Context: an optimization exercise on an open-source flow, tuned for small area and a short achievable clock period. The choices shown serve that exercise and are no tape-out recipe. RTL that was checked went through simulation tests only; none was proved equivalent to the original. Function not checked in run 1: the RTL went through the layout flow alone. Power is estimated from default activity; no workload was simulated.

## flow/design.v (module list and top-level ports; edited modules follow where they fit)
// module alu_top: 24 lines
// module ALU: 799 lines
// module alu_fin: 151 lines
// module ha: 6 lines
// module fa: 6 lines
module alu_top(CLK, OP1, OP2, OPRN, OUT, ZERO);
  // ...
==> flow/flow/run.sh <==
#!/bin/bash
set -euo pipefail
bash standard.sh SETUP_SLACK_MARGIN=21.5 finish > standard_flow.log 2>&1
==> flow/standard.sh <==
#!/bin/bash
# synth_recipe.tcl (not shown) runs the flow's synth.tcl, then flattens the netlist and writes it again
# the make line also repeats each setting of config.mk as NAME=value (left out here)
make -C /OpenROAD-flow-scripts/flow DESIGN_CONFIG=/design/flow/config.mk WORK_HOME=/design/flow/orfs CLKGATE_MAP_FILE= SYNTH_SCRIPT=/design/flow/synth_recipe.tcl "${@:-finish}"
==> flow/config.mk <==
export PLATFORM = sky130hd
export DESIGN_NAME = alu_top
export DESIGN_NICKNAME = alu_top
export VERILOG_FILES = /design/flow/design.v
export SDC_FILE = /design/flow/constraint.sdc
export NUM_CORES = 4
export LEC_CHECK = 0
export CAP_MARGIN = 20
export CORE_MARGIN = 2
export CORE_UTILIZATION = 40
export SLEW_MARGIN = 20
export SYNTH_HIERARCHICAL = 1
export SYNTH_MINIMUM_KEEP_SIZE = 0
==> flow/constraint.sdc <==
create_clock -name core_clock -period 29.5 [get_ports {CLK}]
set_input_delay 5.9000 -clock core_clock [delete_from_list [all_inputs] [get_ports {CLK}]]
set_output_delay 5.9000 -clock core_clock [all_outputs]
set_load 0.01 [all_outputs]
==> impl_metrics.py, run 1 <==
metrics = {
    "setup_path": {
        "r2r-start": "oprn_q[2]$_DFF_P_",
        "worst-endpoint-required_ns": 29.78,
        "cpMostUsedCell": "fa_1",
    },
    "power": {
        "power.clock.total_uw": 124,
    },
    "routing": {
        "detail_route.iter0.violations": 1751,
        "total_length_of_routed_met3_wires_um": 6850,
        "avg_wl_per_cell_um": 26.9,
        "routed_wirelength_um": 67800,
        "topRoutingLayerUsed": "met4",
    },
    "die": {
        "floorplan.die.height_um": 216,
        "die_area_um2": 46500,
        "num_io_pins": 104,
    },
    "global_routing": {
        "grt_max_degree": 48,
        "grtUsageMet1_pct": 39.3,
        "track_usage_pct": 28.9,
        "grt_first_pass_wirelength_um": 101000,
        "total_congestion_overflow_after_global_routing": 0,
    },
    "timing": {
        "worst_tran_pin_value_ns": 1.14,
        "max_clock_freq_mhz": 128,
        "relSlewSlack_pct": 22.7,
    },
    "synth": {
        "synth.cell_area_um2": 17900,
        "post_synth_inst_count": 1881,
    },
    "clock_network": {
        "htree_num_levels": 3,
        "clock_sink_count": 101,
        "clk_transition_reported_paths_ns": 0.07,
        "clk-insertion-delay-late_ns": 0.35,
    },
    "layout": {
        "area.share.sequential_pct": 10.1,
        "finalNetCount": 2324,
        "fraction_of_area_in_multi_input_gates_pct": 73.6,
        "mostFrequentLayoutCell": "xnor2_1",
        "multi_input_area_um2": 14800,
        "finish.instance_area_um2": 20100,
    },
    "outcome": {
        "run_status": "finished clean",
    },
    "placed_design": {
        "gp_congestion": 0.950,
    },
}
==> module ALU, before the edit <==
module ALU(OUT, ZERO, OP1, OP2, OPRN);
	input [(32 -1):0] OP1;
	input [(32 -1):0] OP2;
	input [(6 -1):0] OPRN;
	output [(32 -1):0] OUT;
	output ZERO;
	wire [3:0] op = OPRN[3:0];
	wire is_shr = (op == 4'h5);
	wire is_and = (op == 4'h6);
	wire is_or  = (op == 4'h7);
	wire is_nor = (op == 4'h8);
	wire is_sh  = (op == 4'h4) | is_shr;
	wire is_log = is_and | is_or | is_nor;
	wire is_sub = (op == 4'h2) | (op == 4'ha) | (op == 4'hb) | (op == 4'he) | (op == 4'hf);
	wire is_ari = ~((op == 4'h3) | is_sh | is_log);
	wire m_rev = ~op[3] & op[2] & op[0];            
	wire m_sh  = ~op[3] & op[2];                    
	wire m_mul = ~op[3] & ~op[2] & op[1] & op[0];   
	wire m_ari = op[3] | (~op[2] & ~(op[1] & op[0]));   
	wire [31:0] arev;
	genvar gi;
	generate for (gi = 0; gi < 32; gi = gi + 1) begin : rev_a
		assign arev[gi] = OP1[31-gi];
	end endgenerate
	wire [31:0] x = m_rev ? arev : OP1;
	wire [32:0] yb = {OP2, 1'b0};
	wire sh_ok = ~|OP2[31:5];
	wire [15:0] one, two, neg;
	generate for (gi = 0; gi < 16; gi = gi + 1) begin : enc
		wire y0 = yb[2*gi], y1 = yb[2*gi+1], y2 = yb[2*gi+2];
		wire hit = (OP2[4:1] == gi);
		assign one[gi] = (m_sh & hit & ~OP2[0]) | (m_mul & (y0 ^ y1)) | (m_ari & (gi == 0));
		assign two[gi] = (m_sh & hit & OP2[0]) | (m_mul & ((y2 & ~y1 & ~y0) | (~y2 & y1 & y0)));
		assign neg[gi] = m_mul & y2;
	end endgenerate
	wire pp0_0 = ((x[0] & one[0]) | (1'b0 & two[0])) ^ neg[0];
	wire pp0_1 = ((x[1] & one[0]) | (x[0] & two[0])) ^ neg[0];
	wire pp0_2 = ((x[2] & one[0]) | (x[1] & two[0])) ^ neg[0];
	wire pp0_3 = ((x[3] & one[0]) | (x[2] & two[0])) ^ neg[0];
	wire pp0_4 = ((x[4] & one[0]) | (x[3] & two[0])) ^ neg[0];
	wire pp0_5 = ((x[5] & one[0]) | (x[4] & two[0])) ^ neg[0];
	wire pp0_6 = ((x[6] & one[0]) | (x[5] & two[0])) ^ neg[0];
	wire pp0_7 = ((x[7] & one[0]) | (x[6] & two[0])) ^ neg[0];
	wire pp0_8 = ((x[8] & one[0]) | (x[7] & two[0])) ^ neg[0];
	wire pp0_9 = ((x[9] & one[0]) | (x[8] & two[0])) ^ neg[0];
	wire pp0_10 = ((x[10] & one[0]) | (x[9] & two[0])) ^ neg[0];
	wire pp0_11 = ((x[11] & one[0]) | (x[10] & two[0])) ^ neg[0];
	wire pp0_12 = ((x[12] & one[0]) | (x[11] & two[0])) ^ neg[0];
	wire pp0_13 = ((x[13] & one[0]) | (x[12] & two[0])) ^ neg[0];
	wire pp0_14 = ((x[14] & one[0]) | (x[13] & two[0])) ^ neg[0];
	wire pp0_15 = ((x[15] & one[0]) | (x[14] & two[0])) ^ neg[0];
	wire pp0_16 = ((x[16] & one[0]) | (x[15] & two[0])) ^ neg[0];
	wire pp0_17 = ((x[17] & one[0]) | (x[16] & two[0])) ^ neg[0];
	wire pp0_18 = ((x[18] & one[0]) | (x[17] & two[0])) ^ neg[0];
	wire pp0_19 = ((x[19] & one[0]) | (x[18] & two[0])) ^ neg[0];
	wire pp0_20 = ((x[20] & one[0]) | (x[19] & two[0])) ^ neg[0];
	wire pp0_21 = ((x[21] & one[0]) | (x[20] & two[0])) ^ neg[0];
	wire pp0_22 = ((x[22] & one[0]) | (x[21] & two[0])) ^ neg[0];
	wire pp0_23 = ((x[23] & one[0]) | (x[22] & two[0])) ^ neg[0];
	wire pp0_24 = ((x[24] & one[0]) | (x[23] & two[0])) ^ neg[0];
	wire pp0_25 = ((x[25] & one[0]) | (x[24] & two[0])) ^ neg[0];
	wire pp0_26 = ((x[26] & one[0]) | (x[25] & two[0])) ^ neg[0];
	wire pp0_27 = ((x[27] & one[0]) | (x[26] & two[0])) ^ neg[0];
	wire pp0_28 = ((x[28] & one[0]) | (x[27] & two[0])) ^ neg[0];
	wire pp0_29 = ((x[29] & one[0]) | (x[28] & two[0])) ^ neg[0];
	wire pp0_30 = ((x[30] & one[0]) | (x[29] & two[0])) ^ neg[0];
	wire pp0_31 = ((x[31] & one[0]) | (x[30] & two[0])) ^ neg[0];
	wire pp1_0 = ((x[0] & one[1]) | (1'b0 & two[1])) ^ neg[1];
	wire pp1_1 = ((x[1] & one[1]) | (x[0] & two[1])) ^ neg[1];
	wire pp1_2 = ((x[2] & one[1]) | (x[1] & two[1])) ^ neg[1];
	wire pp1_3 = ((x[3] & one[1]) | (x[2] & two[1])) ^ neg[1];
	wire pp1_4 = ((x[4] & one[1]) | (x[3] & two[1])) ^ neg[1];
	wire pp1_5 = ((x[5] & one[1]) | (x[4] & two[1])) ^ neg[1];
	wire pp1_6 = ((x[6] & one[1]) | (x[5] & two[1])) ^ neg[1];
	wire pp1_7 = ((x[7] & one[1]) | (x[6] & two[1])) ^ neg[1];
	wire pp1_8 = ((x[8] & one[1]) | (x[7] & two[1])) ^ neg[1];
	wire pp1_9 = ((x[9] & one[1]) | (x[8] & two[1])) ^ neg[1];
	wire pp1_10 = ((x[10] & one[1]) | (x[9] & two[1])) ^ neg[1];
	wire pp1_11 = ((x[11] & one[1]) | (x[10] & two[1])) ^ neg[1];
	wire pp1_12 = ((x[12] & one[1]) | (x[11] & two[1])) ^ neg[1];
	wire pp1_13 = ((x[13] & one[1]) | (x[12] & two[1])) ^ neg[1];
	wire pp1_14 = ((x[14] & one[1]) | (x[13] & two[1])) ^ neg[1];
	wire pp1_15 = ((x[15] & one[1]) | (x[14] & two[1])) ^ neg[1];
	wire pp1_16 = ((x[16] & one[1]) | (x[15] & two[1])) ^ neg[1];
	wire pp1_17 = ((x[17] & one[1]) | (x[16] & two[1])) ^ neg[1];
	wire pp1_18 = ((x[18] & one[1]) | (x[17] & two[1])) ^ neg[1];
	wire pp1_19 = ((x[19] & one[1]) | (x[18] & two[1])) ^ neg[1];
	wire pp1_20 = ((x[20] & one[1]) | (x[19] & two[1])) ^ neg[1];
	wire pp1_21 = ((x[21] & one[1]) | (x[20] & two[1])) ^ neg[1];
	wire pp1_22 = ((x[22] & one[1]) | (x[21] & two[1])) ^ neg[1];
	wire pp1_23 = ((x[23] & one[1]) | (x[22] & two[1])) ^ neg[1];
	wire pp1_24 = ((x[24] & one[1]) | (x[23] & two[1])) ^ neg[1];
	wire pp1_25 = ((x[25] & one[1]) | (x[24] & two[1])) ^ neg[1];
	wire pp1_26 = ((x[26] & one[1]) | (x[25] & two[1])) ^ neg[1];
	wire pp1_27 = ((x[27] & one[1]) | (x[26] & two[1])) ^ neg[1];
	wire pp1_28 = ((x[28] & one[1]) | (x[27] & two[1])) ^ neg[1];
	wire pp1_29 = ((x[29] & one[1]) | (x[28] & two[1])) ^ neg[1];
	wire pp2_0 = ((x[0] & one[2]) | (1'b0 & two[2])) ^ neg[2];
	wire pp2_1 = ((x[1] & one[2]) | (x[0] & two[2])) ^ neg[2];
	wire pp2_2 = ((x[2] & one[2]) | (x[1] & two[2])) ^ neg[2];
	wire pp2_3 = ((x[3] & one[2]) | (x[2] & two[2])) ^ neg[2];
	wire pp2_4 = ((x[4] & one[2]) | (x[3] & two[2])) ^ neg[2];
	wire pp2_5 = ((x[5] & one[2]) | (x[4] & two[2])) ^ neg[2];
	wire pp2_6 = ((x[6] & one[2]) | (x[5] & two[2])) ^ neg[2];
	wire pp2_7 = ((x[7] & one[2]) | (x[6] & two[2])) ^ neg[2];
	wire pp2_8 = ((x[8] & one[2]) | (x[7] & two[2])) ^ neg[2];
	wire pp2_9 = ((x[9] & one[2]) | (x[8] & two[2])) ^ neg[2];
	wire pp2_10 = ((x[10] & one[2]) | (x[9] & two[2])) ^ neg[2];
	wire pp2_11 = ((x[11] & one[2]) | (x[10] & two[2])) ^ neg[2];
	wire pp2_12 = ((x[12] & one[2]) | (x[11] & two[2])) ^ neg[2];
	wire pp2_13 = ((x[13] & one[2]) | (x[12] & two[2])) ^ neg[2];
	wire pp2_14 = ((x[14] & one[2]) | (x[13] & two[2])) ^ neg[2];
	wire pp2_15 = ((x[15] & one[2]) | (x[14] & two[2])) ^ neg[2];
	wire pp2_16 = ((x[16] & one[2]) | (x[15] & two[2])) ^ neg[2];
	wire pp2_17 = ((x[17] & one[2]) | (x[16] & two[2])) ^ neg[2];
	wire pp2_18 = ((x[18] & one[2]) | (x[17] & two[2])) ^ neg[2];
	wire pp2_19 = ((x[19] & one[2]) | (x[18] & two[2])) ^ neg[2];
	wire pp2_20 = ((x[20] & one[2]) | (x[19] & two[2])) ^ neg[2];
	wire pp2_21 = ((x[21] & one[2]) | (x[20] & two[2])) ^ neg[2];
	wire pp2_22 = ((x[22] & one[2]) | (x[21] & two[2])) ^ neg[2];
	wire pp2_23 = ((x[23] & one[2]) | (x[22] & two[2])) ^ neg[2];
	wire pp2_24 = ((x[24] & one[2]) | (x[23] & two[2])) ^ neg[2];
	wire pp2_25 = ((x[25] & one[2]) | (x[24] & two[2])) ^ neg[2];
	wire pp2_26 = ((x[26] & one[2]) | (x[25] & two[2])) ^ neg[2];
	wire pp2_27 = ((x[27] & one[2]) | (x[26] & two[2])) ^ neg[2];
	wire pp3_0 = ((x[0] & one[3]) | (1'b0 & two[3])) ^ neg[3];
	wire pp3_1 = ((x[1] & one[3]) | (x[0] & two[3])) ^ neg[3];
	wire pp3_2 = ((x[2] & one[3]) | (x[1] & two[3])) ^ neg[3];
	wire pp3_3 = ((x[3] & one[3]) | (x[2] & two[3])) ^ neg[3];
	wire pp3_4 = ((x[4] & one[3]) | (x[3] & two[3])) ^ neg[3];
	wire pp3_5 = ((x[5] & one[3]) | (x[4] & two[3])) ^ neg[3];
	wire pp3_6 = ((x[6] & one[3]) | (x[5] & two[3])) ^ neg[3];
	wire pp3_7 = ((x[7] & one[3]) | (x[6] & two[3])) ^ neg[3];
	wire pp3_8 = ((x[8] & one[3]) | (x[7] & two[3])) ^ neg[3];
	wire pp3_9 = ((x[9] & one[3]) | (x[8] & two[3])) ^ neg[3];
	wire pp3_10 = ((x[10] & one[3]) | (x[9] & two[3])) ^ neg[3];
	wire pp3_11 = ((x[11] & one[3]) | (x[10] & two[3])) ^ neg[3];
	wire pp3_12 = ((x[12] & one[3]) | (x[11] & two[3])) ^ neg[3];
	wire pp3_13 = ((x[13] & one[3]) | (x[12] & two[3])) ^ neg[3];
	wire pp3_14 = ((x[14] & one[3]) | (x[13] & two[3])) ^ neg[3];
	wire pp3_15 = ((x[15] & one[3]) | (x[14] & two[3])) ^ neg[3];
	wire pp3_16 = ((x[16] & one[3]) | (x[15] & two[3])) ^ neg[3];
	wire pp3_17 = ((x[17] & one[3]) | (x[16] & two[3])) ^ neg[3];
	wire pp3_18 = ((x[18] & one[3]) | (x[17] & two[3])) ^ neg[3];
	wire pp3_19 = ((x[19] & one[3]) | (x[18] & two[3])) ^ neg[3];
	wire pp3_20 = ((x[20] & one[3]) | (x[19] & two[3])) ^ neg[3];
	wire pp3_21 = ((x[21] & one[3]) | (x[20] & two[3])) ^ neg[3];
	wire pp3_22 = ((x[22] & one[3]) | (x[21] & two[3])) ^ neg[3];
	wire pp3_23 = ((x[23] & one[3]) | (x[22] & two[3])) ^ neg[3];
	wire pp3_24 = ((x[24] & one[3]) | (x[23] & two[3])) ^ neg[3];
	wire pp3_25 = ((x[25] & one[3]) | (x[24] & two[3])) ^ neg[3];
	wire pp4_0 = ((x[0] & one[4]) | (1'b0 & two[4])) ^ neg[4];
	wire pp4_1 = ((x[1] & one[4]) | (x[0] & two[4])) ^ neg[4];
	wire pp4_2 = ((x[2] & one[4]) | (x[1] & two[4])) ^ neg[4];
	wire pp4_3 = ((x[3] & one[4]) | (x[2] & two[4])) ^ neg[4];
	wire pp4_4 = ((x[4] & one[4]) | (x[3] & two[4])) ^ neg[4];
	wire pp4_5 = ((x[5] & one[4]) | (x[4] & two[4])) ^ neg[4];
	wire pp4_6 = ((x[6] & one[4]) | (x[5] & two[4])) ^ neg[4];
	wire pp4_7 = ((x[7] & one[4]) | (x[6] & two[4])) ^ neg[4];
	wire pp4_8 = ((x[8] & one[4]) | (x[7] & two[4])) ^ neg[4];
	wire pp4_9 = ((x[9] & one[4]) | (x[8] & two[4])) ^ neg[4];
	wire pp4_10 = ((x[10] & one[4]) | (x[9] & two[4])) ^ neg[4];
	wire pp4_11 = ((x[11] & one[4]) | (x[10] & two[4])) ^ neg[4];
	wire pp4_12 = ((x[12] & one[4]) | (x[11] & two[4])) ^ neg[4];
	wire pp4_13 = ((x[13] & one[4]) | (x[12] & two[4])) ^ neg[4];
	wire pp4_14 = ((x[14] & one[4]) | (x[13] & two[4])) ^ neg[4];
	wire pp4_15 = ((x[15] & one[4]) | (x[14] & two[4])) ^ neg[4];
	wire pp4_16 = ((x[16] & one[4]) | (x[15] & two[4])) ^ neg[4];
	wire pp4_17 = ((x[17] & one[4]) | (x[16] & two[4])) ^ neg[4];
	wire pp4_18 = ((x[18] & one[4]) | (x[17] & two[4])) ^ neg[4];
	wire pp4_19 = ((x[19] & one[4]) | (x[18] & two[4])) ^ neg[4];
	wire pp4_20 = ((x[20] & one[4]) | (x[19] & two[4])) ^ neg[4];
	wire pp4_21 = ((x[21] & one[4]) | (x[20] & two[4])) ^ neg[4];
	wire pp4_22 = ((x[22] & one[4]) | (x[21] & two[4])) ^ neg[4];
	wire pp4_23 = ((x[23] & one[4]) | (x[22] & two[4])) ^ neg[4];
	wire pp5_0 = ((x[0] & one[5]) | (1'b0 & two[5])) ^ neg[5];
	wire pp5_1 = ((x[1] & one[5]) | (x[0] & two[5])) ^ neg[5];
	wire pp5_2 = ((x[2] & one[5]) | (x[1] & two[5])) ^ neg[5];
	wire pp5_3 = ((x[3] & one[5]) | (x[2] & two[5])) ^ neg[5];
	wire pp5_4 = ((x[4] & one[5]) | (x[3] & two[5])) ^ neg[5];
	wire pp5_5 = ((x[5] & one[5]) | (x[4] & two[5])) ^ neg[5];
	wire pp5_6 = ((x[6] & one[5]) | (x[5] & two[5])) ^ neg[5];
	wire pp5_7 = ((x[7] & one[5]) | (x[6] & two[5])) ^ neg[5];
	wire pp5_8 = ((x[8] & one[5]) | (x[7] & two[5])) ^ neg[5];
	wire pp5_9 = ((x[9] & one[5]) | (x[8] & two[5])) ^ neg[5];
	wire pp5_10 = ((x[10] & one[5]) | (x[9] & two[5])) ^ neg[5];
	wire pp5_11 = ((x[11] & one[5]) | (x[10] & two[5])) ^ neg[5];
	wire pp5_12 = ((x[12] & one[5]) | (x[11] & two[5])) ^ neg[5];
	wire pp5_13 = ((x[13] & one[5]) | (x[12] & two[5])) ^ neg[5];
	wire pp5_14 = ((x[14] & one[5]) | (x[13] & two[5])) ^ neg[5];
	wire pp5_15 = ((x[15] & one[5]) | (x[14] & two[5])) ^ neg[5];
	wire pp5_16 = ((x[16] & one[5]) | (x[15] & two[5])) ^ neg[5];
	wire pp5_17 = ((x[17] & one[5]) | (x[16] & two[5])) ^ neg[5];
	wire pp5_18 = ((x[18] & one[5]) | (x[17] & two[5])) ^ neg[5];
	wire pp5_19 = ((x[19] & one[5]) | (x[18] & two[5])) ^ neg[5];
	wire pp5_20 = ((x[20] & one[5]) | (x[19] & two[5])) ^ neg[5];
	wire pp5_21 = ((x[21] & one[5]) | (x[20] & two[5])) ^ neg[5];
	wire pp6_0 = ((x[0] & one[6]) | (1'b0 & two[6])) ^ neg[6];
	wire pp6_1 = ((x[1] & one[6]) | (x[0] & two[6])) ^ neg[6];
	wire pp6_2 = ((x[2] & one[6]) | (x[1] & two[6])) ^ neg[6];
	wire pp6_3 = ((x[3] & one[6]) | (x[2] & two[6])) ^ neg[6];
	wire pp6_4 = ((x[4] & one[6]) | (x[3] & two[6])) ^ neg[6];
	wire pp6_5 = ((x[5] & one[6]) | (x[4] & two[6])) ^ neg[6];
	wire pp6_6 = ((x[6] & one[6]) | (x[5] & two[6])) ^ neg[6];
	wire pp6_7 = ((x[7] & one[6]) | (x[6] & two[6])) ^ neg[6];
	wire pp6_8 = ((x[8] & one[6]) | (x[7] & two[6])) ^ neg[6];
	wire pp6_9 = ((x[9] & one[6]) | (x[8] & two[6])) ^ neg[6];
	wire pp6_10 = ((x[10] & one[6]) | (x[9] & two[6])) ^ neg[6];
	wire pp6_11 = ((x[11] & one[6]) | (x[10] & two[6])) ^ neg[6];
	wire pp6_12 = ((x[12] & one[6]) | (x[11] & two[6])) ^ neg[6];
	wire pp6_13 = ((x[13] & one[6]) | (x[12] & two[6])) ^ neg[6];
	wire pp6_14 = ((x[14] & one[6]) | (x[13] & two[6])) ^ neg[6];
	wire pp6_15 = ((x[15] & one[6]) | (x[14] & two[6])) ^ neg[6];
	wire pp6_16 = ((x[16] & one[6]) | (x[15] & two[6])) ^ neg[6];
	wire pp6_17 = ((x[17] & one[6]) | (x[16] & two[6])) ^ neg[6];
	wire pp6_18 = ((x[18] & one[6]) | (x[17] & two[6])) ^ neg[6];
	wire pp6_19 = ((x[19] & one[6]) | (x[18] & two[6])) ^ neg[6];
	wire pp7_0 = ((x[0] & one[7]) | (1'b0 & two[7])) ^ neg[7];
	wire pp7_1 = ((x[1] & one[7]) | (x[0] & two[7])) ^ neg[7];
	wire pp7_2 = ((x[2] & one[7]) | (x[1] & two[7])) ^ neg[7];
	wire pp7_3 = ((x[3] & one[7]) | (x[2] & two[7])) ^ neg[7];
	wire pp7_4 = ((x[4] & one[7]) | (x[3] & two[7])) ^ neg[7];
	wire pp7_5 = ((x[5] & one[7]) | (x[4] & two[7])) ^ neg[7];
	wire pp7_6 = ((x[6] & one[7]) | (x[5] & two[7])) ^ neg[7];
	wire pp7_7 = ((x[7] & one[7]) | (x[6] & two[7])) ^ neg[7];
	wire pp7_8 = ((x[8] & one[7]) | (x[7] & two[7])) ^ neg[7];
	wire pp7_9 = ((x[9] & one[7]) | (x[8] & two[7])) ^ neg[7];
	wire pp7_10 = ((x[10] & one[7]) | (x[9] & two[7])) ^ neg[7];
	wire pp7_11 = ((x[11] & one[7]) | (x[10] & two[7])) ^ neg[7];
	wire pp7_12 = ((x[12] & one[7]) | (x[11] & two[7])) ^ neg[7];
	wire pp7_13 = ((x[13] & one[7]) | (x[12] & two[7])) ^ neg[7];
	wire pp7_14 = ((x[14] & one[7]) | (x[13] & two[7])) ^ neg[7];
	wire pp7_15 = ((x[15] & one[7]) | (x[14] & two[7])) ^ neg[7];
	wire pp7_16 = ((x[16] & one[7]) | (x[15] & two[7])) ^ neg[7];
	wire pp7_17 = ((x[17] & one[7]) | (x[16] & two[7])) ^ neg[7];
	wire pp8_0 = ((x[0] & one[8]) | (1'b0 & two[8])) ^ neg[8];
	wire pp8_1 = ((x[1] & one[8]) | (x[0] & two[8])) ^ neg[8];
	wire pp8_2 = ((x[2] & one[8]) | (x[1] & two[8])) ^ neg[8];
	wire pp8_3 = ((x[3] & one[8]) | (x[2] & two[8])) ^ neg[8];
	wire pp8_4 = ((x[4] & one[8]) | (x[3] & two[8])) ^ neg[8];
	wire pp8_5 = ((x[5] & one[8]) | (x[4] & two[8])) ^ neg[8];
	wire pp8_6 = ((x[6] & one[8]) | (x[5] & two[8])) ^ neg[8];
	wire pp8_7 = ((x[7] & one[8]) | (x[6] & two[8])) ^ neg[8];
	wire pp8_8 = ((x[8] & one[8]) | (x[7] & two[8])) ^ neg[8];
	wire pp8_9 = ((x[9] & one[8]) | (x[8] & two[8])) ^ neg[8];
	wire pp8_10 = ((x[10] & one[8]) | (x[9] & two[8])) ^ neg[8];
	wire pp8_11 = ((x[11] & one[8]) | (x[10] & two[8])) ^ neg[8];
	wire pp8_12 = ((x[12] & one[8]) | (x[11] & two[8])) ^ neg[8];
	wire pp8_13 = ((x[13] & one[8]) | (x[12] & two[8])) ^ neg[8];
	wire pp8_14 = ((x[14] & one[8]) | (x[13] & two[8])) ^ neg[8];
	wire pp8_15 = ((x[15] & one[8]) | (x[14] & two[8])) ^ neg[8];
	wire pp9_0 = ((x[0] & one[9]) | (1'b0 & two[9])) ^ neg[9];
	wire pp9_1 = ((x[1] & one[9]) | (x[0] & two[9])) ^ neg[9];
	wire pp9_2 = ((x[2] & one[9]) | (x[1] & two[9])) ^ neg[9];
	wire pp9_3 = ((x[3] & one[9]) | (x[2] & two[9])) ^ neg[9];
	wire pp9_4 = ((x[4] & one[9]) | (x[3] & two[9])) ^ neg[9];
	wire pp9_5 = ((x[5] & one[9]) | (x[4] & two[9])) ^ neg[9];
	wire pp9_6 = ((x[6] & one[9]) | (x[5] & two[9])) ^ neg[9];
	wire pp9_7 = ((x[7] & one[9]) | (x[6] & two[9])) ^ neg[9];
	wire pp9_8 = ((x[8] & one[9]) | (x[7] & two[9])) ^ neg[9];
	wire pp9_9 = ((x[9] & one[9]) | (x[8] & two[9])) ^ neg[9];
	wire pp9_10 = ((x[10] & one[9]) | (x[9] & two[9])) ^ neg[9];
	wire pp9_11 = ((x[11] & one[9]) | (x[10] & two[9])) ^ neg[9];
	wire pp9_12 = ((x[12] & one[9]) | (x[11] & two[9])) ^ neg[9];
	wire pp9_13 = ((x[13] & one[9]) | (x[12] & two[9])) ^ neg[9];
	wire pp10_0 = ((x[0] & one[10]) | (1'b0 & two[10])) ^ neg[10];
	wire pp10_1 = ((x[1] & one[10]) | (x[0] & two[10])) ^ neg[10];
	wire pp10_2 = ((x[2] & one[10]) | (x[1] & two[10])) ^ neg[10];
	wire pp10_3 = ((x[3] & one[10]) | (x[2] & two[10])) ^ neg[10];
	wire pp10_4 = ((x[4] & one[10]) | (x[3] & two[10])) ^ neg[10];
	wire pp10_5 = ((x[5] & one[10]) | (x[4] & two[10])) ^ neg[10];
	wire pp10_6 = ((x[6] & one[10]) | (x[5] & two[10])) ^ neg[10];
	wire pp10_7 = ((x[7] & one[10]) | (x[6] & two[10])) ^ neg[10];
	wire pp10_8 = ((x[8] & one[10]) | (x[7] & two[10])) ^ neg[10];
	wire pp10_9 = ((x[9] & one[10]) | (x[8] & two[10])) ^ neg[10];
	wire pp10_10 = ((x[10] & one[10]) | (x[9] & two[10])) ^ neg[10];
	wire pp10_11 = ((x[11] & one[10]) | (x[10] & two[10])) ^ neg[10];
	wire pp11_0 = ((x[0] & one[11]) | (1'b0 & two[11])) ^ neg[11];
	wire pp11_1 = ((x[1] & one[11]) | (x[0] & two[11])) ^ neg[11];
	wire pp11_2 = ((x[2] & one[11]) | (x[1] & two[11])) ^ neg[11];
	wire pp11_3 = ((x[3] & one[11]) | (x[2] & two[11])) ^ neg[11];
	wire pp11_4 = ((x[4] & one[11]) | (x[3] & two[11])) ^ neg[11];
	wire pp11_5 = ((x[5] & one[11]) | (x[4] & two[11])) ^ neg[11];
	wire pp11_6 = ((x[6] & one[11]) | (x[5] & two[11])) ^ neg[11];
	wire pp11_7 = ((x[7] & one[11]) | (x[6] & two[11])) ^ neg[11];
	wire pp11_8 = ((x[8] & one[11]) | (x[7] & two[11])) ^ neg[11];
	wire pp11_9 = ((x[9] & one[11]) | (x[8] & two[11])) ^ neg[11];
	wire pp12_0 = ((x[0] & one[12]) | (1'b0 & two[12])) ^ neg[12];
	wire pp12_1 = ((x[1] & one[12]) | (x[0] & two[12])) ^ neg[12];
	wire pp12_2 = ((x[2] & one[12]) | (x[1] & two[12])) ^ neg[12];
	wire pp12_3 = ((x[3] & one[12]) | (x[2] & two[12])) ^ neg[12];
	wire pp12_4 = ((x[4] & one[12]) | (x[3] & two[12])) ^ neg[12];
	wire pp12_5 = ((x[5] & one[12]) | (x[4] & two[12])) ^ neg[12];
	wire pp12_6 = ((x[6] & one[12]) | (x[5] & two[12])) ^ neg[12];
	wire pp12_7 = ((x[7] & one[12]) | (x[6] & two[12])) ^ neg[12];
	wire pp13_0 = ((x[0] & one[13]) | (1'b0 & two[13])) ^ neg[13];
	wire pp13_1 = ((x[1] & one[13]) | (x[0] & two[13])) ^ neg[13];
	wire pp13_2 = ((x[2] & one[13]) | (x[1] & two[13])) ^ neg[13];
	wire pp13_3 = ((x[3] & one[13]) | (x[2] & two[13])) ^ neg[13];
	wire pp13_4 = ((x[4] & one[13]) | (x[3] & two[13])) ^ neg[13];
	wire pp13_5 = ((x[5] & one[13]) | (x[4] & two[13])) ^ neg[13];
	wire pp14_0 = ((x[0] & one[14]) | (1'b0 & two[14])) ^ neg[14];
	wire pp14_1 = ((x[1] & one[14]) | (x[0] & two[14])) ^ neg[14];
	wire pp14_2 = ((x[2] & one[14]) | (x[1] & two[14])) ^ neg[14];
	wire pp14_3 = ((x[3] & one[14]) | (x[2] & two[14])) ^ neg[14];
	wire pp15_0 = ((x[0] & one[15]) | (1'b0 & two[15])) ^ neg[15];
	wire pp15_1 = ((x[1] & one[15]) | (x[0] & two[15])) ^ neg[15];
	wire s0, c0;
	fa u_fa0(s0, c0, neg[1], pp0_2, pp1_0);
	wire hs0, hc0;
	ha u_ha0(hs0, hc0, pp0_3, pp1_1);
	wire s1, c1;
	fa u_fa1(s1, c1, neg[2], pp0_4, pp1_2);
	wire s2, c2;
	fa u_fa2(s2, c2, pp2_0, hc0, s1);
	wire s3, c3;
	fa u_fa3(s3, c3, pp0_5, pp1_3, pp2_1);
	wire hs1, hc1;
	ha u_ha1(hs1, hc1, c1, s3);
	wire s4, c4;
	fa u_fa4(s4, c4, neg[3], pp0_6, pp1_4);
	wire s5, c5;
	fa u_fa5(s5, c5, pp2_2, pp3_0, c3);
	wire s6, c6;
	fa u_fa6(s6, c6, s4, hc1, s5);
	wire s7, c7;
	fa u_fa7(s7, c7, pp0_7, pp1_5, pp2_3);
	wire s8, c8;
	fa u_fa8(s8, c8, pp3_1, c4, s7);
	wire hs2, hc2;
	ha u_ha2(hs2, hc2, c5, s8);
	wire s9, c9;
	fa u_fa9(s9, c9, neg[4], pp0_8, pp1_6);
	wire s10, c10;
	fa u_fa10(s10, c10, pp2_4, pp3_2, pp4_0);
	wire s11, c11;
	fa u_fa11(s11, c11, c7, s9, s10);
	wire hs3, hc3;
	ha u_ha3(hs3, hc3, c8, s11);
	wire s12, c12;
	fa u_fa12(s12, c12, pp0_9, pp1_7, pp2_5);
	wire s13, c13;
	fa u_fa13(s13, c13, pp3_3, pp4_1, c9);
	wire s14, c14;
	fa u_fa14(s14, c14, c10, s12, s13);
	wire s15, c15;
	fa u_fa15(s15, c15, c11, hc3, s14);
	wire s16, c16;
	fa u_fa16(s16, c16, neg[5], pp0_10, pp1_8);
	wire s17, c17;
	fa u_fa17(s17, c17, pp2_6, pp3_4, pp4_2);
	wire s18, c18;
	fa u_fa18(s18, c18, pp5_0, c12, s16);
	wire s19, c19;
	fa u_fa19(s19, c19, s17, c13, s18);
	wire hs4, hc4;
	ha u_ha4(hs4, hc4, c14, s19);
	wire s20, c20;
	fa u_fa20(s20, c20, pp0_11, pp1_9, pp2_7);
	wire s21, c21;
	fa u_fa21(s21, c21, pp3_5, pp4_3, pp5_1);
	wire s22, c22;
	fa u_fa22(s22, c22, c16, c17, s20);
	wire s23, c23;
	fa u_fa23(s23, c23, s21, c18, s22);
	wire hs5, hc5;
	ha u_ha5(hs5, hc5, c19, s23);
	wire s24, c24;
	fa u_fa24(s24, c24, neg[6], pp0_12, pp1_10);
	wire s25, c25;
	fa u_fa25(s25, c25, pp2_8, pp3_6, pp4_4);
	wire s26, c26;
	fa u_fa26(s26, c26, pp5_2, pp6_0, c20);
	wire s27, c27;
	fa u_fa27(s27, c27, c21, s24, s25);
	wire s28, c28;
	fa u_fa28(s28, c28, s26, c22, s27);
	wire hs6, hc6;
	ha u_ha6(hs6, hc6, c23, s28);
	wire s29, c29;
	fa u_fa29(s29, c29, pp0_13, pp1_11, pp2_9);
	wire s30, c30;
	fa u_fa30(s30, c30, pp3_7, pp4_5, pp5_3);
	wire s31, c31;
	fa u_fa31(s31, c31, pp6_1, c24, c25);
	wire s32, c32;
	fa u_fa32(s32, c32, s29, s30, c26);
	wire s33, c33;
	fa u_fa33(s33, c33, s31, c27, s32);
	wire s34, c34;
	fa u_fa34(s34, c34, c28, hc6, s33);
	wire s35, c35;
	fa u_fa35(s35, c35, neg[7], pp0_14, pp1_12);
	wire s36, c36;
	fa u_fa36(s36, c36, pp2_10, pp3_8, pp4_6);
	wire s37, c37;
	fa u_fa37(s37, c37, pp5_4, pp6_2, pp7_0);
	wire s38, c38;
	fa u_fa38(s38, c38, c29, c30, s35);
	wire s39, c39;
	fa u_fa39(s39, c39, s36, s37, c31);
	wire s40, c40;
	fa u_fa40(s40, c40, s38, c32, s39);
	wire hs7, hc7;
	ha u_ha7(hs7, hc7, c33, s40);
	wire s41, c41;
	fa u_fa41(s41, c41, pp0_15, pp1_13, pp2_11);
	wire s42, c42;
	fa u_fa42(s42, c42, pp3_9, pp4_7, pp5_5);
	wire s43, c43;
	fa u_fa43(s43, c43, pp6_3, pp7_1, c35);
	wire s44, c44;
	fa u_fa44(s44, c44, c36, c37, s41);
	wire s45, c45;
	fa u_fa45(s45, c45, s42, s43, c38);
	wire s46, c46;
	fa u_fa46(s46, c46, s44, c39, s45);
	wire s47, c47;
	fa u_fa47(s47, c47, c40, s46, hc7);
	wire s48, c48;
	fa u_fa48(s48, c48, neg[8], pp0_16, pp1_14);
	wire s49, c49;
	fa u_fa49(s49, c49, pp2_12, pp3_10, pp4_8);
	wire s50, c50;
	fa u_fa50(s50, c50, pp5_6, pp6_4, pp7_2);
	wire s51, c51;
	fa u_fa51(s51, c51, pp8_0, c41, c42);
	wire s52, c52;
	fa u_fa52(s52, c52, s48, s49, s50);
	wire s53, c53;
	fa u_fa53(s53, c53, c43, s51, c44);
	wire s54, c54;
	fa u_fa54(s54, c54, s52, c45, s53);
	wire hs8, hc8;
	ha u_ha8(hs8, hc8, c46, s54);
	wire s55, c55;
	fa u_fa55(s55, c55, pp0_17, pp1_15, pp2_13);
	wire s56, c56;
	fa u_fa56(s56, c56, pp3_11, pp4_9, pp5_7);
	wire s57, c57;
	fa u_fa57(s57, c57, pp6_5, pp7_3, pp8_1);
	wire s58, c58;
	fa u_fa58(s58, c58, c48, c49, c50);
	wire s59, c59;
	fa u_fa59(s59, c59, s55, s56, s57);
	wire s60, c60;
	fa u_fa60(s60, c60, c51, s58, c52);
	wire s61, c61;
	fa u_fa61(s61, c61, s59, c53, s60);
	wire hs9, hc9;
	ha u_ha9(hs9, hc9, c54, s61);
	wire s62, c62;
	fa u_fa62(s62, c62, neg[9], pp0_18, pp1_16);
	wire s63, c63;
	fa u_fa63(s63, c63, pp2_14, pp3_12, pp4_10);
	wire s64, c64;
	fa u_fa64(s64, c64, pp5_8, pp6_6, pp7_4);
	wire s65, c65;
	fa u_fa65(s65, c65, pp8_2, pp9_0, c55);
	wire s66, c66;
	fa u_fa66(s66, c66, c56, c57, s62);
	wire s67, c67;
	fa u_fa67(s67, c67, s63, s64, c58);
	wire s68, c68;
	fa u_fa68(s68, c68, s65, c59, s66);
	wire s69, c69;
	fa u_fa69(s69, c69, c60, s67, s68);
	wire s70, c70;
	fa u_fa70(s70, c70, c61, s69, hc9);
	wire s71, c71;
	fa u_fa71(s71, c71, pp0_19, pp1_17, pp2_15);
	wire s72, c72;
	fa u_fa72(s72, c72, pp3_13, pp4_11, pp5_9);
	wire s73, c73;
	fa u_fa73(s73, c73, pp6_7, pp7_5, pp8_3);
	wire s74, c74;
	fa u_fa74(s74, c74, pp9_1, c62, c63);
	wire s75, c75;
	fa u_fa75(s75, c75, c64, s71, s72);
	wire s76, c76;
	fa u_fa76(s76, c76, s73, c65, s74);
	wire s77, c77;
	fa u_fa77(s77, c77, c66, s75, c67);
	wire s78, c78;
	fa u_fa78(s78, c78, c68, s76, s77);
	wire hs10, hc10;
	ha u_ha10(hs10, hc10, c69, s78);
	wire s79, c79;
	fa u_fa79(s79, c79, neg[10], pp0_20, pp1_18);
	wire s80, c80;
	fa u_fa80(s80, c80, pp2_16, pp3_14, pp4_12);
	wire s81, c81;
	fa u_fa81(s81, c81, pp5_10, pp6_8, pp7_6);
	wire s82, c82;
	fa u_fa82(s82, c82, pp8_4, pp9_2, pp10_0);
	wire s83, c83;
	fa u_fa83(s83, c83, c71, c72, c73);
	wire s84, c84;
	fa u_fa84(s84, c84, s79, s80, s81);
	wire s85, c85;
	fa u_fa85(s85, c85, s82, c74, s83);
	wire s86, c86;
	fa u_fa86(s86, c86, c75, s84, c76);
	wire s87, c87;
	fa u_fa87(s87, c87, s85, c77, s86);
	wire s88, c88;
	fa u_fa88(s88, c88, c78, s87, hc10);
	wire s89, c89;
	fa u_fa89(s89, c89, pp0_21, pp1_19, pp2_17);
	wire s90, c90;
	fa u_fa90(s90, c90, pp3_15, pp4_13, pp5_11);
	wire s91, c91;
	fa u_fa91(s91, c91, pp6_9, pp7_7, pp8_5);
	wire s92, c92;
	fa u_fa92(s92, c92, pp9_3, pp10_1, c79);
	wire s93, c93;
	fa u_fa93(s93, c93, c80, c81, c82);
	wire s94, c94;
	fa u_fa94(s94, c94, s89, s90, s91);
	wire s95, c95;
	fa u_fa95(s95, c95, c83, s92, s93);
	wire s96, c96;
	fa u_fa96(s96, c96, c84, s94, c85);
	wire s97, c97;
	fa u_fa97(s97, c97, s95, c86, s96);
	wire hs11, hc11;
	ha u_ha11(hs11, hc11, c87, s97);
	wire s98, c98;
	fa u_fa98(s98, c98, neg[11], pp0_22, pp1_20);
	wire s99, c99;
	fa u_fa99(s99, c99, pp2_18, pp3_16, pp4_14);
	wire s100, c100;
	fa u_fa100(s100, c100, pp5_12, pp6_10, pp7_8);
	wire s101, c101;
	fa u_fa101(s101, c101, pp8_6, pp9_4, pp10_2);
	wire s102, c102;
	fa u_fa102(s102, c102, pp11_0, c89, c90);
	wire s103, c103;
	fa u_fa103(s103, c103, c91, s98, s99);
	wire s104, c104;
	fa u_fa104(s104, c104, s100, s101, c92);
	wire s105, c105;
	fa u_fa105(s105, c105, c93, s102, c94);
	wire s106, c106;
	fa u_fa106(s106, c106, s103, c95, s104);
	wire s107, c107;
	fa u_fa107(s107, c107, s105, c96, s106);
	wire hs12, hc12;
	ha u_ha12(hs12, hc12, c97, s107);
	wire s108, c108;
	fa u_fa108(s108, c108, pp0_23, pp1_21, pp2_19);
	wire s109, c109;
	fa u_fa109(s109, c109, pp3_17, pp4_15, pp5_13);
	wire s110, c110;
	fa u_fa110(s110, c110, pp6_11, pp7_9, pp8_7);
	wire s111, c111;
	fa u_fa111(s111, c111, pp9_5, pp10_3, pp11_1);
	wire s112, c112;
	fa u_fa112(s112, c112, c98, c99, c100);
	wire s113, c113;
	fa u_fa113(s113, c113, c101, s108, s109);
	wire s114, c114;
	fa u_fa114(s114, c114, s110, s111, c102);
	wire s115, c115;
	fa u_fa115(s115, c115, s112, c103, s113);
	wire s116, c116;
	fa u_fa116(s116, c116, c104, c105, s114);
	wire s117, c117;
	fa u_fa117(s117, c117, s115, c106, s116);
	wire hs13, hc13;
	ha u_ha13(hs13, hc13, c107, s117);
	wire s118, c118;
	fa u_fa118(s118, c118, neg[12], pp0_24, pp1_22);
	wire s119, c119;
	fa u_fa119(s119, c119, pp2_20, pp3_18, pp4_16);
	wire s120, c120;
	fa u_fa120(s120, c120, pp5_14, pp6_12, pp7_10);
	wire s121, c121;
	fa u_fa121(s121, c121, pp8_8, pp9_6, pp10_4);
	wire s122, c122;
	fa u_fa122(s122, c122, pp11_2, pp12_0, c108);
	wire s123, c123;
	fa u_fa123(s123, c123, c109, c110, c111);
	wire s124, c124;
	fa u_fa124(s124, c124, s118, s119, s120);
	wire s125, c125;
	fa u_fa125(s125, c125, s121, c112, s122);
	wire s126, c126;
	fa u_fa126(s126, c126, s123, c113, s124);
	wire s127, c127;
	fa u_fa127(s127, c127, c114, c115, s125);
	wire s128, c128;
	fa u_fa128(s128, c128, s126, c116, s127);
	wire s129, c129;
	fa u_fa129(s129, c129, c117, s128, hc13);
	wire s130, c130;
	fa u_fa130(s130, c130, pp0_25, pp1_23, pp2_21);
	wire s131, c131;
	fa u_fa131(s131, c131, pp3_19, pp4_17, pp5_15);
	wire s132, c132;
	fa u_fa132(s132, c132, pp6_13, pp7_11, pp8_9);
	wire s133, c133;
	fa u_fa133(s133, c133, pp9_7, pp10_5, pp11_3);
	wire s134, c134;
	fa u_fa134(s134, c134, pp12_1, c118, c119);
	wire s135, c135;
	fa u_fa135(s135, c135, c120, c121, s130);
	wire s136, c136;
	fa u_fa136(s136, c136, s131, s132, s133);
	wire s137, c137;
	fa u_fa137(s137, c137, c122, c123, s134);
	wire s138, c138;
	fa u_fa138(s138, c138, c124, s135, s136);
	wire s139, c139;
	fa u_fa139(s139, c139, c125, c126, s137);
	wire s140, c140;
	fa u_fa140(s140, c140, s138, c127, s139);
	wire hs14, hc14;
	ha u_ha14(hs14, hc14, c128, s140);
	wire s141, c141;
	fa u_fa141(s141, c141, neg[13], pp0_26, pp1_24);
	wire s142, c142;
	fa u_fa142(s142, c142, pp2_22, pp3_20, pp4_18);
	wire s143, c143;
	fa u_fa143(s143, c143, pp5_16, pp6_14, pp7_12);
	wire s144, c144;
	fa u_fa144(s144, c144, pp8_10, pp9_8, pp10_6);
	wire s145, c145;
	fa u_fa145(s145, c145, pp11_4, pp12_2, pp13_0);
	wire s146, c146;
	fa u_fa146(s146, c146, c130, c131, c132);
	wire s147, c147;
	fa u_fa147(s147, c147, c133, s141, s142);
	wire s148, c148;
	fa u_fa148(s148, c148, s143, s144, s145);
	wire s149, c149;
	fa u_fa149(s149, c149, c134, s146, c135);
	wire s150, c150;
	fa u_fa150(s150, c150, c136, s147, s148);
	wire s151, c151;
	fa u_fa151(s151, c151, c137, c138, s149);
	wire s152, c152;
	fa u_fa152(s152, c152, s150, c139, s151);
	wire s153, c153;
	fa u_fa153(s153, c153, c140, s152, hc14);
	wire s154, c154;
	fa u_fa154(s154, c154, pp0_27, pp1_25, pp2_23);
	wire s155, c155;
	fa u_fa155(s155, c155, pp3_21, pp4_19, pp5_17);
	wire s156, c156;
	fa u_fa156(s156, c156, pp6_15, pp7_13, pp8_11);
	wire s157, c157;
	fa u_fa157(s157, c157, pp9_9, pp10_7, pp11_5);
	wire s158, c158;
	fa u_fa158(s158, c158, pp12_3, pp13_1, c141);
	wire s159, c159;
	fa u_fa159(s159, c159, c142, c143, c144);
	wire s160, c160;
	fa u_fa160(s160, c160, c145, s154, s155);
	wire s161, c161;
	fa u_fa161(s161, c161, s156, s157, c146);
	wire s162, c162;
	fa u_fa162(s162, c162, s158, s159, c147);
	wire s163, c163;
	fa u_fa163(s163, c163, c148, s160, c149);
	wire s164, c164;
	fa u_fa164(s164, c164, s161, c150, s162);
	wire s165, c165;
	fa u_fa165(s165, c165, c151, s163, s164);
	wire hs15, hc15;
	ha u_ha15(hs15, hc15, c152, s165);
	wire s166, c166;
	fa u_fa166(s166, c166, neg[14], pp0_28, pp1_26);
	wire s167, c167;
	fa u_fa167(s167, c167, pp2_24, pp3_22, pp4_20);
	wire s168, c168;
	fa u_fa168(s168, c168, pp5_18, pp6_16, pp7_14);
	wire s169, c169;
	fa u_fa169(s169, c169, pp8_12, pp9_10, pp10_8);
	wire s170, c170;
	fa u_fa170(s170, c170, pp11_6, pp12_4, pp13_2);
	wire s171, c171;
	fa u_fa171(s171, c171, pp14_0, c154, c155);
	wire s172, c172;
	fa u_fa172(s172, c172, c156, c157, s166);
	wire s173, c173;
	fa u_fa173(s173, c173, s167, s168, s169);
	wire s174, c174;
	fa u_fa174(s174, c174, s170, c158, c159);
	wire s175, c175;
	fa u_fa175(s175, c175, s171, c160, s172);
	wire s176, c176;
	fa u_fa176(s176, c176, s173, c161, c162);
	wire s177, c177;
	fa u_fa177(s177, c177, s174, s175, c163);
	wire s178, c178;
	fa u_fa178(s178, c178, c164, s176, s177);
	wire s179, c179;
	fa u_fa179(s179, c179, c165, hc15, s178);
	wire s180, c180;
	fa u_fa180(s180, c180, pp0_29, pp1_27, pp2_25);
	wire s181, c181;
	fa u_fa181(s181, c181, pp3_23, pp4_21, pp5_19);
	wire s182, c182;
	fa u_fa182(s182, c182, pp6_17, pp7_15, pp8_13);
	wire s183, c183;
	fa u_fa183(s183, c183, pp9_11, pp10_9, pp11_7);
	wire s184, c184;
	fa u_fa184(s184, c184, pp12_5, pp13_3, pp14_1);
	wire s185, c185;
	fa u_fa185(s185, c185, c166, c167, c168);
	wire s186, c186;
	fa u_fa186(s186, c186, c169, c170, s180);
	wire s187, c187;
	fa u_fa187(s187, c187, s181, s182, s183);
	wire s188, c188;
	fa u_fa188(s188, c188, s184, c171, s185);
	wire s189, c189;
	fa u_fa189(s189, c189, c172, c173, s186);
	wire s190, c190;
	fa u_fa190(s190, c190, s187, c174, c175);
	wire s191, c191;
	fa u_fa191(s191, c191, s188, s189, c176);
	wire s192, c192;
	fa u_fa192(s192, c192, s190, c177, s191);
	wire hs16, hc16;
	ha u_ha16(hs16, hc16, c178, s192);
	wire s193, c193;
	fa u_fa193(s193, c193, neg[15], pp0_30, pp1_28);
	wire s194, c194;
	fa u_fa194(s194, c194, pp2_26, pp3_24, pp4_22);
	wire s195, c195;
	fa u_fa195(s195, c195, pp5_20, pp6_18, pp7_16);
	wire s196, c196;
	fa u_fa196(s196, c196, pp8_14, pp9_12, pp10_10);
	wire s197, c197;
	fa u_fa197(s197, c197, pp11_8, pp12_6, pp13_4);
	wire s198, c198;
	fa u_fa198(s198, c198, pp14_2, pp15_0, c180);
	wire s199, c199;
	fa u_fa199(s199, c199, c181, c182, c183);
	wire s200, c200;
	fa u_fa200(s200, c200, c184, s193, s194);
	wire s201, c201;
	fa u_fa201(s201, c201, s195, s196, s197);
	wire s202, c202;
	fa u_fa202(s202, c202, c185, s198, s199);
	wire s203, c203;
	fa u_fa203(s203, c203, c186, c187, s200);
	wire s204, c204;
	fa u_fa204(s204, c204, s201, c188, c189);
	wire s205, c205;
	fa u_fa205(s205, c205, s202, s203, c190);
	wire s206, c206;
	fa u_fa206(s206, c206, s204, c191, s205);
	wire s207, c207;
	fa u_fa207(s207, c207, c192, s206, hc16);
	wire s208, c208;
	fa u_fa208(s208, c208, pp0_31, pp1_29, pp2_27);
	wire s209, c209;
	fa u_fa209(s209, c209, pp3_25, pp4_23, pp5_21);
	wire s210, c210;
	fa u_fa210(s210, c210, pp6_19, pp7_17, pp8_15);
	wire s211, c211;
	fa u_fa211(s211, c211, pp9_13, pp10_11, pp11_9);
	wire s212, c212;
	fa u_fa212(s212, c212, pp12_7, pp13_5, pp14_3);
	wire s213, c213;
	fa u_fa213(s213, c213, pp15_1, c193, c194);
	wire s214, c214;
	fa u_fa214(s214, c214, c195, c196, c197);
	wire s215, c215;
	fa u_fa215(s215, c215, s208, s209, s210);
	wire s216, c216;
	fa u_fa216(s216, c216, s211, s212, c198);
	wire s217, c217;
	fa u_fa217(s217, c217, c199, s213, s214);
	wire s218, c218;
	fa u_fa218(s218, c218, c200, c201, s215);
	wire s219, c219;
	fa u_fa219(s219, c219, c202, s216, c203);
	wire s220, c220;
	fa u_fa220(s220, c220, s217, s218, c204);
	wire s221, c221;
	fa u_fa221(s221, c221, s219, c205, s220);
	wire hs17, hc17;
	ha u_ha17(hs17, hc17, c206, s221);
	wire [31:0] ms = {hs17, s207, hs16, s179, hs15, s153, hs14, s129, hs13, hs12, hs11, s88, hs10, s70, hs9, hs8, s47, hs7, s34, hs6, hs5, hs4, s15, hs3, hs2, s6, hs1, s2, hs0, s0, pp0_1, pp0_0};
	wire [31:0] mc = {c207, 1'b0, c179, 1'b0, c153, 1'b0, c129, 1'b0, hc12, hc11, c88, 1'b0, c70, 1'b0, hc8, c47, 1'b0, c34, 1'b0, hc5, hc4, c15, 1'b0, hc2, c6, 1'b0, c2, 1'b0, c0, 1'b0, 1'b0, neg[0]};
	wire [31:0] by = {32{is_ari}} & (OP2 ^ {32{is_sub}});
	wire fci = is_ari & is_sub;
	wire [31:0] lg = ({32{is_and}} & (OP1 & OP2)) | ({32{is_or}} & (OP1 | OP2)) | ({32{is_nor}} & ~(OP1 | OP2));
	wire sh_zero = is_sh & ~sh_ok;   
	wire sel_s = ~is_shr & ~is_log & ~sh_zero;
	wire sel_r = is_shr & sh_ok;
	wire zfix = is_log ? ~|lg : sh_zero;   
	wire zuse = ~is_log;                  
	alu_fin u_fin(OUT, ZERO, ms, mc, by, fci, sel_s, sel_r, lg, zfix, zuse);
endmodule
==> run 2: changes to the inputs <==
--- a/flow/design.v
+++ b/flow/design.v
@@ -62,2 +62,5 @@
 	end endgenerate
+	wire sub = op[1];   
+	wire [31:0] by = {32{m_ari}} & (OP2 ^ {32{sub}});
+	wire fci = m_ari & sub;
 	wire pp0_0 = ((x[0] & one[0]) | (1'b0 & two[0])) ^ neg[0];
@@ -94,32 +97,33 @@
 	wire pp0_31 = ((x[31] & one[0]) | (x[30] & two[0])) ^ neg[0];
-	wire pp1_0 = ((x[0] & one[1]) | (1'b0 & two[1])) ^ neg[1];
-	wire pp1_1 = ((x[1] & one[1]) | (x[0] & two[1])) ^ neg[1];
-	wire pp1_2 = ((x[2] & one[1]) | (x[1] & two[1])) ^ neg[1];
-	wire pp1_3 = ((x[3] & one[1]) | (x[2] & two[1])) ^ neg[1];
-	wire pp1_4 = ((x[4] & one[1]) | (x[3] & two[1])) ^ neg[1];
-	wire pp1_5 = ((x[5] & one[1]) | (x[4] & two[1])) ^ neg[1];
-	wire pp1_6 = ((x[6] & one[1]) | (x[5] & two[1])) ^ neg[1];
-	wire pp1_7 = ((x[7] & one[1]) | (x[6] & two[1])) ^ neg[1];
-	wire pp1_8 = ((x[8] & one[1]) | (x[7] & two[1])) ^ neg[1];
-	wire pp1_9 = ((x[9] & one[1]) | (x[8] & two[1])) ^ neg[1];
-	wire pp1_10 = ((x[10] & one[1]) | (x[9] & two[1])) ^ neg[1];
-	wire pp1_11 = ((x[11] & one[1]) | (x[10] & two[1])) ^ neg[1];
-	wire pp1_12 = ((x[12] & one[1]) | (x[11] & two[1])) ^ neg[1];
-	wire pp1_13 = ((x[13] & one[1]) | (x[12] & two[1])) ^ neg[1];
-	wire pp1_14 = ((x[14] & one[1]) | (x[13] & two[1])) ^ neg[1];
-	wire pp1_15 = ((x[15] & one[1]) | (x[14] & two[1])) ^ neg[1];
-	wire pp1_16 = ((x[16] & one[1]) | (x[15] & two[1])) ^ neg[1];
-	wire pp1_17 = ((x[17] & one[1]) | (x[16] & two[1])) ^ neg[1];
-	wire pp1_18 = ((x[18] & one[1]) | (x[17] & two[1])) ^ neg[1];
-	wire pp1_19 = ((x[19] & one[1]) | (x[18] & two[1])) ^ neg[1];
-	wire pp1_20 = ((x[20] & one[1]) | (x[19] & two[1])) ^ neg[1];
-	wire pp1_21 = ((x[21] & one[1]) | (x[20] & two[1])) ^ neg[1];
-	wire pp1_22 = ((x[22] & one[1]) | (x[21] & two[1])) ^ neg[1];
-	wire pp1_23 = ((x[23] & one[1]) | (x[22] & two[1])) ^ neg[1];
-	wire pp1_24 = ((x[24] & one[1]) | (x[23] & two[1])) ^ neg[1];
-	wire pp1_25 = ((x[25] & one[1]) | (x[24] & two[1])) ^ neg[1];
-	wire pp1_26 = ((x[26] & one[1]) | (x[25] & two[1])) ^ neg[1];
-	wire pp1_27 = ((x[27] & one[1]) | (x[26] & two[1])) ^ neg[1];
-	wire pp1_28 = ((x[28] & one[1]) | (x[27] & two[1])) ^ neg[1];
-	wire pp1_29 = ((x[29] & one[1]) | (x[28] & two[1])) ^ neg[1];
+	wire neg0b = neg[0] | by[0];
+	wire pp1_0 = ((x[0] & one[1]) | (1'b0 & two[1]) | by[2]) ^ neg[1];
+	wire pp1_1 = ((x[1] & one[1]) | (x[0] & two[1]) | by[3]) ^ neg[1];
+	wire pp1_2 = ((x[2] & one[1]) | (x[1] & two[1]) | by[4]) ^ neg[1];
+	wire pp1_3 = ((x[3] & one[1]) | (x[2] & two[1]) | by[5]) ^ neg[1];
+	wire pp1_4 = ((x[4] & one[1]) | (x[3] & two[1]) | by[6]) ^ neg[1];
+	wire pp1_5 = ((x[5] & one[1]) | (x[4] & two[1]) | by[7]) ^ neg[1];
+	wire pp1_6 = ((x[6] & one[1]) | (x[5] & two[1]) | by[8]) ^ neg[1];
+	wire pp1_7 = ((x[7] & one[1]) | (x[6] & two[1]) | by[9]) ^ neg[1];
+	wire pp1_8 = ((x[8] & one[1]) | (x[7] & two[1]) | by[10]) ^ neg[1];
+	wire pp1_9 = ((x[9] & one[1]) | (x[8] & two[1]) | by[11]) ^ neg[1];
+	wire pp1_10 = ((x[10] & one[1]) | (x[9] & two[1]) | by[12]) ^ neg[1];
+	wire pp1_11 = ((x[11] & one[1]) | (x[10] & two[1]) | by[13]) ^ neg[1];
+	wire pp1_12 = ((x[12] & one[1]) | (x[11] & two[1]) | by[14]) ^ neg[1];
+	wire pp1_13 = ((x[13] & one[1]) | (x[12] & two[1]) | by[15]) ^ neg[1];
+	wire pp1_14 = ((x[14] & one[1]) | (x[13] & two[1]) | by[16]) ^ neg[1];
+	wire pp1_15 = ((x[15] & one[1]) | (x[14] & two[1]) | by[17]) ^ neg[1];
+	wire pp1_16 = ((x[16] & one[1]) | (x[15] & two[1]) | by[18]) ^ neg[1];
+	wire pp1_17 = ((x[17] & one[1]) | (x[16] & two[1]) | by[19]) ^ neg[1];
+	wire pp1_18 = ((x[18] & one[1]) | (x[17] & two[1]) | by[20]) ^ neg[1];
+	wire pp1_19 = ((x[19] & one[1]) | (x[18] & two[1]) | by[21]) ^ neg[1];
+	wire pp1_20 = ((x[20] & one[1]) | (x[19] & two[1]) | by[22]) ^ neg[1];
+	wire pp1_21 = ((x[21] & one[1]) | (x[20] & two[1]) | by[23]) ^ neg[1];
+	wire pp1_22 = ((x[22] & one[1]) | (x[21] & two[1]) | by[24]) ^ neg[1];
+	wire pp1_23 = ((x[23] & one[1]) | (x[22] & two[1]) | by[25]) ^ neg[1];
+	wire pp1_24 = ((x[24] & one[1]) | (x[23] & two[1]) | by[26]) ^ neg[1];
+	wire pp1_25 = ((x[25] & one[1]) | (x[24] & two[1]) | by[27]) ^ neg[1];
+	wire pp1_26 = ((x[26] & one[1]) | (x[25] & two[1]) | by[28]) ^ neg[1];
+	wire pp1_27 = ((x[27] & one[1]) | (x[26] & two[1]) | by[29]) ^ neg[1];
+	wire pp1_28 = ((x[28] & one[1]) | (x[27] & two[1]) | by[30]) ^ neg[1];
+	wire pp1_29 = ((x[29] & one[1]) | (x[28] & two[1]) | by[31]) ^ neg[1];
 	wire pp2_0 = ((x[0] & one[2]) | (1'b0 & two[2])) ^ neg[2];
@@ -814,6 +818,4 @@
 	ha u_ha17(hs17, hc17, c206, s221);
-	wire [31:0] ms = {hs17, s207, hs16, s179, hs15, s153, hs14, s129, hs13, hs12, hs11, s88, hs10, s70, hs9, hs8, s47, hs7, s34, hs6, hs5, hs4, s15, hs3, hs2, s6, hs1, s2, hs0, s0, pp0_1, pp0_0};
-	wire [31:0] mc = {c207, 1'b0, c179, 1'b0, c153, 1'b0, c129, 1'b0, hc12, hc11, c88, 1'b0, c70, 1'b0, hc8, c47, 1'b0, c34, 1'b0, hc5, hc4, c15, 1'b0, hc2, c6, 1'b0, c2, 1'b0, c0, 1'b0, 1'b0, neg[0]};
-	wire [31:0] by = {32{is_ari}} & (OP2 ^ {32{is_sub}});
-	wire fci = is_ari & is_sub;
+	wire [31:0] ms = {c207, s207, c179, s179, c153, s153, c129, s129, hc12, hc11, c88, s88, c70, s70, hc8, c47, s47, c34, s34, hc5, hc4, c15, s15, hc2, c6, s6, c2, s2, c0, s0, pp0_1, pp0_0};
+	wire [31:0] mc = {hs17, 1'b0, hs16, 1'b0, hs15, 1'b0, hs14, 1'b0, hs13, hs12, hs11, 1'b0, hs10, 1'b0, hs9, hs8, 1'b0, hs7, 1'b0, hs6, hs5, hs4, 1'b0, hs3, hs2, 1'b0, hs1, 1'b0, hs0, 1'b0, by[1], neg0b};
 	wire [31:0] lg = ({32{is_and}} & (OP1 & OP2)) | ({32{is_or}} & (OP1 | OP2)) | ({32{is_nor}} & ~(OP1 | OP2));
@@ -824,11 +826,11 @@
 	wire zuse = ~is_log;                  
-	alu_fin u_fin(OUT, ZERO, ms, mc, by, fci, sel_s, sel_r, lg, zfix, zuse);
+	alu_fin u_fin(OUT, ZERO, ms, mc, fci, sel_s, sel_r, lg, zfix, zuse);
 endmodule
-module alu_fin(OUT, ZERO, ms, mc, by, fci, sel_s, sel_r, lg, zfix, zuse);
+module alu_fin(OUT, ZERO, ms, mc, fci, sel_s, sel_r, lg, zfix, zuse);
 	output [31:0] OUT;
 	output ZERO;
-	input [31:0] ms, mc, by, lg;
+	input [31:0] ms, mc, lg;
 	input fci, sel_s, sel_r, zfix, zuse;
 	wire [31:0] fx = ms;
-	wire [31:0] fy = mc | by;
+	wire [31:0] fy = mc;
 	wire [31:0] pg_p = fx ^ fy;
==> flow/flow/run.sh (replaced) <==
#!/bin/bash
set -euo pipefail
bash standard.sh "BUFFER_PORTS_ARGS=-buffer_cell sky130_fd_sc_hd__buf_1" SETUP_SLACK_MARGIN=21.5 finish > standard_flow.log 2>&1
==> run 2 against run 1 <==
- register-to-register slack worse by 0.06 ns
- global-route usage up 0.14 points
- clock power down 9%
- critical path type unchanged
- largest power group unchanged
==> impl_metrics.py, run 2 <==
metrics = {
    "global_routing": {
        "track_usage_pct": 29.0,
        "grt_max_degree": 63,
        "total_congestion_overflow_after_global_routing": 0,
        "antenna_found_initial": 0,
        "first_global_vias": 15400,
        "grt_first_pass_wirelength_um": 97500,
    },
    "timing": {
        "setup-violations-final": 0,
        "relSlewSlack_pct": 22.8,
        "drv_slew": 0,
        "worst_tran_pin_value_ns": 1.15,
        "layout_min_cycle_time_ns": 7.87,
        "setup-tns-final_ns": 0,
        "max_clock_freq_mhz": 127,
        "final_min_period_over_clock_period_pct": 26.7,
        "fin_skew_ns": 0.00855,
        "finalHoldViolations": 0,
        "rsz0062_at_grt": "no",
    },
    "clock_network": {
        "clock_sink_count": 101,
        "cts_inserted_buffers": 9,
        "clk_transition_reported_paths_ns": 0.07,
        "postCtsHoldBufs": 0,
        "cts_tree": "yes",
        "clk-insertion-delay-late_ns": 0.36,
        "htree_num_levels": 3,
        "max-clock-path-buffers": 2,
        "root_buffer": "clkbuf_16",
    },
    "setup_path": {
        "r2r-start": "oprn_q[0]$_DFF_P_",
        "worstSetupEndpoint": "zero_q$_DFF_P_",
        "worst-endpoint-required_ns": 29.75,
        "timing_worst_setup_path_type": "register to register",
        "worstSetupStartpoint": "oprn_q[0]$_DFF_P_",
        "crit_path_start_kind": "register",
        "worstPathMaxFanout": 38,
        "r2r_end": "zero_q$_DFF_P_",
        "r2r_setup_slack_ns": 21.63,
        "end_kind": "register",
        "crit_arrival_ns": 8.11,
        "timing.reg2reg.worst_path_depth": 22,
    },
    "routing": {
        "number_of_remaining_drc_errors": 0,
        "detail_route.first_pass.iterations": 12,
        "route.antenna.remaining_nets": 0,
        "via_count": 15600,
        "detail_route.iter0.violations": 1857,
        "routed_wirelength_um": 65700,
        "avg_wl_per_cell_um": 26.2,
        "detail_route.vias_per_cell": 6.21,
    },
    "layout": {
        "finalNetCount": 2317,
        "final_layout_size_suffix_gt1_share_pct": 10.0,
        "fillCellCount": 4239,
        "mostFrequentLayoutCell": "xnor2_1",
        "flow.area_growth_from_synthesis_pct": 9.99,
        "largest_registers": "op1_q: 32 flops, op2_q: 32 flops, out_q: 32 flops",
        "num_antenna_cells": 0,
        "layout.cells.most_common_list": "xnor2_1, o22ai_1, fa_1",
    },
    "die": {
        "die_area_um2": 45700,
        "floorplan.die.height_um": 214,
        "core_area_um2": 43300,
        "initial_core_util_pct": 40.7,
        "num_io_pins": 104,
        "placement_rows": 76,
        "die_width_um": 214,
    },
    "synth": {
        "synth.cell_area_um2": 17600,
        "synth.avg_cell_area_um2": 9.43,
        "synth.yosys.warnings": 7,
        "post_synth_inst_count": 1865,
    },
    "power": {
        "p_leak_nw": 8.03,
        "power_per_cell_area_nw_per_um2": 83.4,
        "peakVddDrop_v": 0.0000825,
        "post-layout-total-power_mw": 1.61,
    },
    "worst_hold_path": {
        "hp-start": "op1_q[29]$_DFF_P_",
        "min_path_type": "register to register",
    },
    "outcome": {
        "run_status": "finished clean",
    },
    "placed_design": {
        "buffer_ports.inserted": 101,
        "gp_congestion": 0.970,
        "dp_hpwl_um": 48700,
    },
    "run": {
        "maxCapViolations": 0,
    },
}
==> run 2: cell count changes in the layout (fill, tap and decap cells not counted), moves of 27 or more <==
cell / change
a21oi_1: +27
a222oi_1: +28
buf_1: +101
clkdlybuf4s50_1: -101
nor2_1: -41
o22ai_1: -30
xnor2_1: -36
==> run 2: how the worst min path moves through the flow <==
stage / end / slack [ns] / depth (start not counted)
after global routing: out_q[29]$_DFF_P_ / 0.91 / 4
after floorplan: out_q[6]$_DFF_P_ / 0.65 / 4
after detailed placement: out_q[29]$_DFF_P_ / 0.83 / 4
after CTS: out_q[29]$_DFF_P_ / 0.84 / 4
after global placement: out_q[29]$_DFF_P_ / 0.83 / 4
final: out_q[29]$_DFF_P_ / 0.86 / 4
==> run 2: routing by layer <==
| layer | up-vias | share of wire, % | track usage (%) |
|---|---|---|---|
| li1 | 6709 | - | - |
| met1 | 7782 | 40 | 38.9 |
| met2 | 925 | 46 | 45.8 |
| met3 | 170 | 9.7 | 5.79 |
| met4 | 0 | 4.7 | 11.9 |
| met5 | - | 0 | 0 |
==> run 2: cell type report <==
| type | count | area, µm² | area share, % |
|---|---|---|---|
| multi-input combinational | 1508 | 14800 | 76.3 |
| sequential | 101 | 2040 | 10.5 |
| timing repair buffer | 177 | 1080 | 5.59 |
| tap | 585 | 732 | 3.78 |
| inverter | 122 | 458 | 2.37 |
| clock buffer | 9 | 225 | 1.16 |
| clock inverter | 7 | 56.3 | 0.291 |
==> run 2: critical path, stage by stage (launching register included) <==
cell	delay (ns)
dfxtp_1	0.37
buf_12	0.22
and4bb_2	0.34
buf_12	0.24
nand2_8	0.18
mux2_4	0.37
o22ai_1	0.20
xnor2_1	0.13
fa_2	0.43
fa_1	0.51
fa_1	0.44
fa_1	0.40
fa_1	0.51
fa_1	0.45
fa_2	0.63
inv_1	0.07
ha_2	0.40
a21oi_1	0.07
or3b_2	0.49
or4_1	0.42
a2111oi_1	0.30
nand4_1	0.18
o41ai_2	0.36
==> run 2: repair_timing <==
action,CTS,global route
endpoints found under the setup margin,33,7
gates cloned,3,4
setup buffers,6,7
pin swaps,5,7
resized for setup,31,26
==> run 2: power by group <==
| group | leakage (nW) | total [mW] | internal [mW] | switching (mW) |
|---|---|---|---|---|
| clock | 0.142 | 0.113 | 0.0583 | 0.0543 |
| sequential | 0.853 | 0.191 | 0.169 | 0.0224 |
| combinational | 7.03 | 1.31 | 0.502 | 0.807 |
| total | 8.03 | 1.61 | 0.729 | 0.884 |
==> run 2: per-stage QoR <==
stage,util [%],cell area [µm²],worst slack (ns),hold slack (ns),instances
floorplan,-,17700,22.30,0.649,1889
global placement,43.1,18600,19.88,0.829,2473
detailed placement,43.1,18600,19.86,0.829,2473
CTS,44.3,19200,21.50,0.844,2498
global route,44.7,19400,21.49,0.914,2509
finish,44.7,19400,21.63,0.855,2509

[separate check: timing with driven ports]
The results above use ideal ports. As a check the final layouts listed here were re-extracted and re-timed, cells and wires unchanged.
Step 1, drivers: a clkbuf_16 drives CLK and a buf_2 each remaining input, both assumed.
Step 2, shift: input delay + t, output delay - t, t = (earliest + latest rising clock arrival at the registers) / 2. This alone moves slack from input paths to output paths.
a / b / c = ideal ports / drivers / drivers and shift; a / b = the first two.
| run | t, ns | setup slack, ns | worst slew at a driven data input, ns |
|---|---|---|---|
| run 1 | 0.387 | 21.690 / 21.690 / 21.690 | 0.06 |
| run 2 | 0.406 | 21.634 / 21.634 / 21.634 | 0.04 |
After both steps every run listed still meets setup and hold.
